Background: an optimization exercise with open tools, aiming at small area and a short achievable clock period. Do not read the settings as production practice.
RTL that was checked went through simulation tests only; none was proved equivalent to the original.

== red ==
==> flow/design.v (excerpt) <==
module mac(
    input [15:0] x1,
    input [15:0] x2,
    input clk,
    input rst,
    input en,
    output [39:0] y
    );
clock: 12.0 ns
lec_check: 0
abc_area: 1
cap_margin: 20
core_margin: 2
core_utilization: 60
cts_buf_list: sky130_fd_sc_hd__clkbuf_4 sky130_fd_sc_hd__clkbuf_8
setup_slack_margin: 5
slew_margin: 20
synth_hierarchical: 1
standard.sh (not shown) runs the stock make flow with config.mk's settings and CLKGATE_MAP_FILE= SYNTH_SCRIPT=/design/flow/synth_recipe.tcl, a recipe that flattens the netlist after the stock synthesis.
==> flow/flow/run.sh <==
#!/bin/bash
# The standard layout (standard.sh: ORFS synthesis to final layout) with a
# few extra ORFS settings; the clock, constraints and synthesis script are
# unchanged. Settings come from flow/params.sh:
#   MARGIN      setup slack that repair_timing aims for (ns)
#   PORTBUF     cell used to buffer every input and output port
#   EXTRA       further ORFS make variables
set -u
. flow/params.sh
bash standard.sh SETUP_SLACK_MARGIN=$MARGIN "BUFFER_PORTS_ARGS=-buffer_cell $PORTBUF" $EXTRA finish > standard.log 2>&1
==> flow/flow/params.sh <==
MARGIN=6.5
PORTBUF=sky130_fd_sc_hd__buf_2
EXTRA="ABC_LOAD_IN_FF=2 RECOVER_POWER=30"
Although it ran to completion, red produced a layout that fails the final checks because of max-capacitance violations, max-slew violations.
The following lists how blue was set up differently from red:
==> flow/flow/params.sh <==
MARGIN=6.5
PORTBUF=sky130_fd_sc_hd__buf_2
EXTRA="ABC_LOAD_IN_FF=2"
--- outcome ---
No stage failed in blue, and the final checks on the layout all came back clean. red completed end to end; final checks failed (max-capacitance violations, max-slew violations). blue -> red: met2 track utilization from global routing delta 0, exact match. [diff] maximum frequency, blue relative to red: improvement. [blue] detailed-route vias per instance rose 0.54% relative to red.
Input changes introduced in green (baseline for comparison: blue):
# blue
export LEC_CHECK = 0
export ABC_AREA = 1
export CAP_MARGIN = 20
export CORE_MARGIN = 2
export CORE_UTILIZATION = 60
export CTS_BUF_LIST = sky130_fd_sc_hd__clkbuf_4 sky130_fd_sc_hd__clkbuf_8
export SETUP_SLACK_MARGIN = 5
export SLEW_MARGIN = 20
export SYNTH_HIERARCHICAL = 1
create_clock -name core_clock -period 12.0 [get_ports {clk}]
# green
export LEC_CHECK = 0
export ABC_AREA = 1
export CAP_MARGIN = 20
export CORE_MARGIN = 2
export CORE_UTILIZATION = 40
export SETUP_SLACK_MARGIN = 5
export SLEW_MARGIN = 20
export SYNTH_HIERARCHICAL = 1
create_clock -name core_clock -period 12.0 [get_ports {clk}]
==> comparison <==
- When the final numbers for blue and green were put side by side, the total wirelength of the detailed-routed design turned out to be smaller in blue.
- When green is set beside blue, its total number of placement rows turns out to be 10 larger.
- Re final area: green is 2.2% up on blue.
- Summary of green over blue: worst hold slack fell 21 ps, highest clock rate fell 0.90%, cell count after placement increased by 97 relative to the old numbers, count of vias placed by the detailed router now sits lower.
- In the reports for blue and green, the smaller worst slew margin relative to its limit belongs to green.
- The core outline area of green exceeds that of blue by about 50%.


Setup of run 1:
Another version of the RTL of mac (not shown whole).
Size in the first run: about 0.0094 mm² of cells after synthesis.
==> flow/config.mk <==
export PLATFORM = sky130hd
export DESIGN_NAME = mac
export DESIGN_NICKNAME = mac
export VERILOG_FILES = /design/flow/design.v
export SDC_FILE = /design/flow/constraint.sdc
export NUM_CORES = 4
export LEC_CHECK = 0
export ABC_AREA = 1
export CAP_MARGIN = 20
export CORE_MARGIN = 2
export CORE_UTILIZATION = 40
export SETUP_SLACK_MARGIN = 5
export SLEW_MARGIN = 20
export SYNTH_HIERARCHICAL = 1
==> flow/constraint.sdc <==
create_clock -name core_clock -period 12.0 [get_ports {clk}]
set_input_delay 2.4000 -clock core_clock [delete_from_list [all_inputs] [get_ports {clk}]]
set_output_delay 2.4000 -clock core_clock [all_outputs]
set_load 0.01 [all_outputs]
==> flow/flow/params.sh <==
MARGIN=7
PORTBUF=sky130_fd_sc_hd__buf_2
EXTRA=""
Scripts as last shown in full above: flow/flow/run.sh
Changes in run 2 relative to run 1:
==> flow/flow/run.sh <==
#!/bin/bash
MARGIN=${MARGIN:-6.5}
bash standard.sh SETUP_SLACK_MARGIN=$MARGIN "BUFFER_PORTS_ARGS=-buffer_cell sky130_fd_sc_hd__buf_2" finish > standard.log 2>&1
removed: flow/flow/params.sh
==> run notes <==
Each of the runs, namely run 1 and run 2, reached the end of the flow and came out clean.
Diff run 1 -> run 2: post-cts gate resize count shrank by 191, via count of the routed design shows a reduction of 12%, final area dropped 0.0030 mm², final-layout non-clock buffer area share shrank by 11 points.
Clock transition at the registers of the reported paths essentially unchanged between run 2 and run 1.
Changes observed in run 2 relative to run 1: register-to-register slack went up by 0.62 ns, placer's final routability congestion estimate went down by about 1%.
Relative to run 2, the following input files were edited for run 3:
==> flow/flow/run.sh <==
#!/bin/bash
MARGIN=${MARGIN:-6}
bash standard.sh SETUP_SLACK_MARGIN=$MARGIN "BUFFER_PORTS_ARGS=-buffer_cell sky130_fd_sc_hd__buf_2" finish > standard.log 2>&1
### Flow results
Taking run 2 as the reference, in run 3 end-of-flow core utilization decreased 0.98 points; worst hold slack decreased 0.015 ns; sequential fraction of total cell area increased 0.43 points.
Die area: run 2 vs run 3 identical
In the reports for run 2 and run 3, the smaller design area belongs to run 3.
Fraction of layout instances using a drive strength above 1 ends up lower on run 3.
| layout overhead on the synthesized area | lower: run 3 |
No functional check of the RTL was part of any run of this note.


## xenon
mac, a different RTL version from the one above (not shown whole).
Size: ~72 flip-flops, roughly 75 I/O pins.
Settings: LEC_CHECK=0, ABC_AREA=1, CAP_MARGIN=20, CORE_MARGIN=2, CORE_UTILIZATION=60, CTS_BUF_LIST=sky130_fd_sc_hd__clkbuf_4 sky130_fd_sc_hd__clkbuf_8, SETUP_SLACK_MARGIN=5, SLEW_MARGIN=20, SYNTH_HIERARCHICAL=1; clock period 12.0 ns.
==> flow/flow/run.sh <==
#!/bin/bash
# The standard layout (standard.sh: ORFS synthesis to final layout) with a
# few extra ORFS settings; the clock, constraints and synthesis script are
# unchanged. Settings come from flow/params.sh:
#   MARGIN      setup slack that repair_timing aims for (ns)
#   PORTBUF     cell used to buffer every input and output port
#   EXTRA       further ORFS make variables
set -u
. flow/params.sh
bash standard.sh SETUP_SLACK_MARGIN=$MARGIN "BUFFER_PORTS_ARGS=-buffer_cell $PORTBUF" $EXTRA finish > standard.log 2>&1
==> flow/flow/params.sh <==
MARGIN=6.5
PORTBUF=sky130_fd_sc_hd__buf_1
EXTRA="ABC_LOAD_IN_FF=2"
xenon finished every step from synthesis to the final layout, and the layout passed the timing, design-rule and antenna checks.
Input changes introduced in raven (baseline for comparison: xenon):
==> flow/flow/params.sh <==
MARGIN=6.8
PORTBUF=sky130_fd_sc_hd__buf_1
EXTRA="ABC_LOAD_IN_FF=2"
--- outcome ---
- Maximum clock frequency was lower in xenon than in raven.
- The core of raven is more densely filled than that of xenon.
Input changes introduced in lagoon (baseline for comparison: raven):
==> flow/flow/params.sh <==
MARGIN=6.5
PORTBUF=sky130_fd_sc_hd__buf_1
EXTRA="ABC_LOAD_IN_FF=2"
--- a/flow/config.mk
+++ b/flow/config.mk
@@ -8,3 +8,3 @@
 export ABC_AREA = 1
-export CAP_MARGIN = 20
+export CAP_MARGIN = 5
 export CORE_MARGIN = 2
@@ -13,3 +13,3 @@
 export SETUP_SLACK_MARGIN = 5
-export SLEW_MARGIN = 20
+export SLEW_MARGIN = 5
 export SYNTH_HIERARCHICAL = 1
[summary]
lagoon ran to completion and came out clean on the timing, design-rule and antenna checks. Going from raven to lagoon, simple-gate share of the synthesized area barely changed, met2 routing resource usage after global routing dropped 3.4 points. The required arrival time at the worst endpoint on raven is in line with that on lagoon. raven → lagoon: routed wire length on met2 -about 15%; final area shows a reduction of 1200 sq um. Changes observed in lagoon relative to raven: number of global-route vias before repair fell 458.
Setup changes, lagoon to juniper
--- a/flow/config.mk
+++ b/flow/config.mk
@@ -8,3 +8,3 @@
 export ABC_AREA = 1
-export CAP_MARGIN = 5
+export CAP_MARGIN = 20
 export CORE_MARGIN = 2
@@ -12,4 +12,5 @@
 export CTS_BUF_LIST = sky130_fd_sc_hd__clkbuf_4 sky130_fd_sc_hd__clkbuf_8
+export GPL_TIMING_DRIVEN = 0
 export SETUP_SLACK_MARGIN = 5
-export SLEW_MARGIN = 5
+export SLEW_MARGIN = 20
 export SYNTH_HIERARCHICAL = 1
Findings:
Relative to lagoon, global-route wire length before repair has increased by about 0.3% in juniper. Compared with lagoon, juniper shows post-route fraction of the period consumed by the critical path higher by 0.17 points. Core util | juniper vs lagoon | juniper higher. Across both runs, non-clock buffer total of the final layout was higher for juniper than for lagoon.
Function was not checked in any run of this note: the RTL went through the layout flow alone.


Another version of the RTL of mac (not shown whole).
Size in the first run: roughly 1600 cells after synthesis, roughly 80 flip-flops, about 75 I/O pins, ~13000 um^2 of cells after synthesis.
## mac
module mac(
    input [15:0] x1,
    input [15:0] x2,
    input clk,
    input rst,
    input en,
    output [39:0] y
    );
reg [39:0] S, C;
wire s1;
wire c2;
wire s3;
wire c4;
wire s5;
wire c6;
wire s7;
wire c8;
wire s9;
wire c10;
wire s11;
wire c12;
wire s13;
wire c14;
wire s15;
wire c16;
wire s17;
wire c18;
wire s19;
wire c20;
wire s21;
wire c22;
wire s23;
wire c24;
wire s25;
wire c26;
wire s27;
wire c28;
wire s29;
wire c30;
wire s31;
wire c32;
wire s33;
wire c34;
wire s35;
wire c36;
wire s37;
wire c38;
wire s39;
wire c40;
wire s41;
wire c42;
wire s43;
wire c44;
wire s45;
wire c46;
wire s47;
wire c48;
wire s49;
wire c50;
wire s51;
wire c52;
wire s53;
wire c54;
wire s55;
wire c56;
wire s57;
wire c58;
wire s59;
wire c60;
wire s61;
wire c62;
wire s63;
wire c64;
wire s65;
wire c66;
wire s67;
wire c68;
wire s69;
wire c70;
wire s71;
wire c72;
wire s73;
wire c74;
wire s75;
wire c76;
wire s77;
wire c78;
wire s79;
wire c80;
wire s81;
wire c82;
wire s83;
wire c84;
wire s85;
wire c86;
wire s87;
wire c88;
wire s89;
wire c90;
wire s91;
wire c92;
wire s93;
wire c94;
wire s95;
wire c96;
wire s97;
wire c98;
wire s99;
wire c100;
wire s101;
wire c102;
wire s103;
wire c104;
wire s105;
wire c106;
wire s107;
wire c108;
wire s109;
wire c110;
wire s111;
wire c112;
wire s113;
wire c114;
wire s115;
wire c116;
wire s117;
wire c118;
wire s119;
wire c120;
wire s121;
wire c122;
wire s123;
wire c124;
wire s125;
wire c126;
wire s127;
wire c128;
wire s129;
wire c130;
wire s131;
wire c132;
wire s133;
wire c134;
wire s135;
wire c136;
wire s137;
wire c138;
wire s139;
wire c140;
wire s141;
wire c142;
wire s143;
wire c144;
wire s145;
wire c146;
wire s147;
wire c148;
wire s149;
wire c150;
wire s151;
wire c152;
wire s153;
wire c154;
wire s155;
wire c156;
wire s157;
wire c158;
wire s159;
wire c160;
wire s161;
wire c162;
wire s163;
wire c164;
wire s165;
wire c166;
wire s167;
wire c168;
wire s169;
wire c170;
wire s171;
wire c172;
wire s173;
wire c174;
wire s175;
wire c176;
wire s177;
wire c178;
wire s179;
wire c180;
wire s181;
wire c182;
wire s183;
wire c184;
wire s185;
wire c186;
wire s187;
wire c188;
wire s189;
wire c190;
wire s191;
wire c192;
wire s193;
wire c194;
wire s195;
wire c196;
wire s197;
wire c198;
wire s199;
wire c200;
wire s201;
wire c202;
wire s203;
wire c204;
wire s205;
  ...
make LEC_CHECK=0 CAP_MARGIN=20 CORE_MARGIN=2 CORE_UTILIZATION=40 SLEW_MARGIN=20 finish   # period 12.0 ns
run.sh (not shown) runs the stock make flow with config.mk's settings and CLKGATE_MAP_FILE= SYNTH_SCRIPT=/design/flow/synth_recipe.tcl, a recipe that flattens the netlist after the stock synthesis.
Stock flow here: none of the scripts above is used.
Change:
Settings changed: ABC_AREA set to 1.
Global-route usage is lower by 1.2 points; first-iteration DRC count is lower by 4.2%; setup slack gets worse by 0.17 ns; cell area came out lower by 4.6%; critical path depth does not change; synthesized area fell by 6.1%; die area fell by 5.9%.
Change:
Settings changed: SETUP_SLACK_MARGIN set to 5.
=>
- The new run finished with timing, DRC and antenna clean
- count of clock-buffer cells in the layout does not change
- non-clock buffer count is unchanged
- routed wire length is about the same
Function was not checked in any run of this note: the RTL went through the layout flow alone.


the reference run:
mac, a different RTL version from the one above (not shown whole).
For scale: about 63 flip-flops, roughly 0.0086 mm² of cells after synthesis.
==> flow/config.mk <==
export PLATFORM = sky130hd
export DESIGN_NAME = mac
export DESIGN_NICKNAME = mac
export VERILOG_FILES = /design/flow/design.v
export SDC_FILE = /design/flow/constraint.sdc
export NUM_CORES = 4
export LEC_CHECK = 0
export ABC_AREA = 1
export CAP_MARGIN = 20
export CORE_MARGIN = 2
export CORE_UTILIZATION = 60
export CTS_BUF_LIST = sky130_fd_sc_hd__clkbuf_4 sky130_fd_sc_hd__clkbuf_8
export SETUP_SLACK_MARGIN = 5
export SLEW_MARGIN = 20
export SYNTH_HIERARCHICAL = 1
==> flow/constraint.sdc <==
create_clock -name core_clock -period 12.0 [get_ports {clk}]
set_input_delay 2.4000 -clock core_clock [delete_from_list [all_inputs] [get_ports {clk}]]
set_output_delay 2.4000 -clock core_clock [all_outputs]
set_load 0.01 [all_outputs]
standard.sh (not shown) runs the stock make flow with config.mk's settings and CLKGATE_MAP_FILE= SYNTH_SCRIPT=/design/flow/synth_recipe.tcl, a recipe that flattens the netlist after the stock synthesis.
==> flow/flow/params.sh <==
MARGIN=6.2
PORTBUF=sky130_fd_sc_hd__buf_1
EXTRA="ABC_LOAD_IN_FF=2"
Scripts as last shown in full above: flow/flow/run.sh
The reference run: flow completed, timing, DRC and antenna clean
--- input diff the reference run..the trial run ---
==> flow/flow/params.sh <==
MARGIN=6.5
PORTBUF=sky130_fd_sc_hd__buf_1
EXTRA="ABC_LOAD_IN_FF=2"
## What came out
Smallest hold slack: the trial run > the reference run
No functional check of the RTL was part of any run of this note.


mac, a different RTL version from the one above (not shown whole).
Size: roughly 890 cells after synthesis, about 75 I/O pins, ~9000 µm² of cells after synthesis.
Settings: LEC_CHECK=0, ABC_AREA=1, CAP_MARGIN=20, CORE_MARGIN=2, CORE_UTILIZATION=60, CTS_BUF_LIST=sky130_fd_sc_hd__clkbuf_4 sky130_fd_sc_hd__clkbuf_8, SETUP_SLACK_MARGIN=5, SLEW_MARGIN=20, SYNTH_HIERARCHICAL=1; clock period 12.0 ns.
==> flow/flow/params.sh <==
MARGIN=6.5
PORTBUF=sky130_fd_sc_hd__buf_1
EXTRA="ABC_LOAD_IN_FF=2 REMOVE_ABC_BUFFERS=1"
Scripts as last shown in full above: flow/flow/run.sh
Change:
==> flow/flow/params.sh (replaced) <==
MARGIN=6.8
PORTBUF=sky130_fd_sc_hd__buf_1
EXTRA="MATCH_CELL_FOOTPRINT=0"
Effect: Area after synthesis hardly moves; maximum frequency rose by a few percent; worst setup slack gets better by 260 ps; die area hardly moves; core utilization increases by 9.4 points; non-clock buffer count came out higher by 56; cell area rises by about a fifth; count of clock-buffer cells in the layout is lower by 3.
Change:
==> flow/flow/params.sh (replaced) <==
MARGIN=6.5
PORTBUF=sky130_fd_sc_hd__buf_1
EXTRA="ABC_LOAD_IN_FF=2"
Result: Global-route usage shrinks by 1.7 points. Die area hardly moves. Synthesized area is about the same. Via count came out lower by a few percent.
Change:
==> flow/flow/params.sh (replaced) <==
MARGIN=6.6
PORTBUF=sky130_fd_sc_hd__buf_1
EXTRA="ABC_LOAD_IN_FF=2"
Result:
- worst setup slack gains 82 ps
- worst hold slack hardly moves
- sequential share of layout area drops by 0.57 points
- fmax climbs slightly
- design area climbs by a few percent
- synthesized cell count stays the same
- register-to-register slack hardly moves
- global-route usage barely changes
- via count climbs by a few percent

afterwards: timing with drivers on the ports:
No port has a modelled driver above. Below, the same layouts with a new extraction and two added sets of constraints.
Step 1 sets driving cells, clkbuf_16 on the clock port and buf_2 on the other inputs (assumed; they add their load-dependent delay and slew).
Step 2 also shifts input and output timing later by t, the mid clock arrival at the registers, as if the neighbouring blocks saw the same clock.
Three values: ideal ports, drivers, drivers and shift; two values: the first two.
run | t (ns) | setup slack, ns | clock arrival spread, ns | worst register clock-pin slew, ns | pins driven straight from the clock port
red | 0.407 | 6.267 / 6.283 / 5.876 | 0.015 / 0.015 | 0.09 / 0.09 | 1
blue | 0.408 | 6.586 / 6.570 / 6.192 | 0.015 / 0.014 | 0.08 / 0.08 | 1
green | 0.392 | 6.537 / 6.489 / 6.232 | 0.009 / 0.009 | 0.06 / 0.06 | 1
run 1 | 0.394 | 6.662 / 6.618 / 6.286 | 0.017 / 0.018 | 0.08 / 0.08 | 1
run 2 | 0.388 | 6.602 / 6.620 / 6.236 | 0.009 / 0.008 | 0.07 / 0.07 | 1
run 3 | 0.389 | 6.319 / 6.275 / 6.020 | 0.008 / 0.009 | 0.07 / 0.07 | 1
xenon | 0.419 | 6.632 / 6.603 / 6.226 | 0.011 / 0.011 | 0.08 / 0.08 | 1
raven | 0.419 | 6.819 / 6.810 / 6.420 | 0.013 / 0.012 | 0.08 / 0.08 | 1
lagoon | 0.419 | 6.632 / 6.603 / 6.226 | 0.011 / 0.011 | 0.08 / 0.08 | 1
juniper | 0.405 | 6.611 / 6.595 / 6.224 | 0.013 / 0.014 | 0.09 / 0.09 | 1
the first run of note 4 | 0.393 | 4.914 / 4.908 / 4.515 | 0.011 / 0.012 | 0.07 / 0.07 | 1
the second run of note 4 | 0.379 | 4.747 / 4.763 / 4.384 | 0.016 / 0.016 | 0.07 / 0.07 | 1
the third run of note 4 | 0.378 | 5.362 / 5.377 / 4.999 | 0.017 / 0.017 | 0.07 / 0.07 | 1
the reference run | 0.411 | 6.282 / 6.298 / 5.887 | 0.012 / 0.011 | 0.08 / 0.08 | 1
the trial run | 0.408 | 6.488 / 6.501 / 6.093 | 0.015 / 0.016 | 0.08 / 0.08 | 1
the first run of note 6 | 0.416 | 6.563 / 6.565 / 6.149 | 0.010 / 0.010 | 0.08 / 0.08 | 1
the second run of note 6 | 0.419 | 6.822 / 6.797 / 6.397 | 0.015 / 0.015 | 0.09 / 0.09 | 1
the third run of note 6 | 0.418 | 6.592 / 6.574 / 6.182 | 0.013 / 0.013 | 0.09 / 0.09 | 1
the fourth run of note 6 | 0.418 | 6.673 / 6.673 / 6.272 | 0.014 / 0.014 | 0.09 / 0.09 | 1
For the second run of note 6, which loses most, drivers alone change the setup slack by -0.025 ns; drivers and shift together by -0.425 ns. The worst setup slack also covers recovery checks on asynchronous resets.
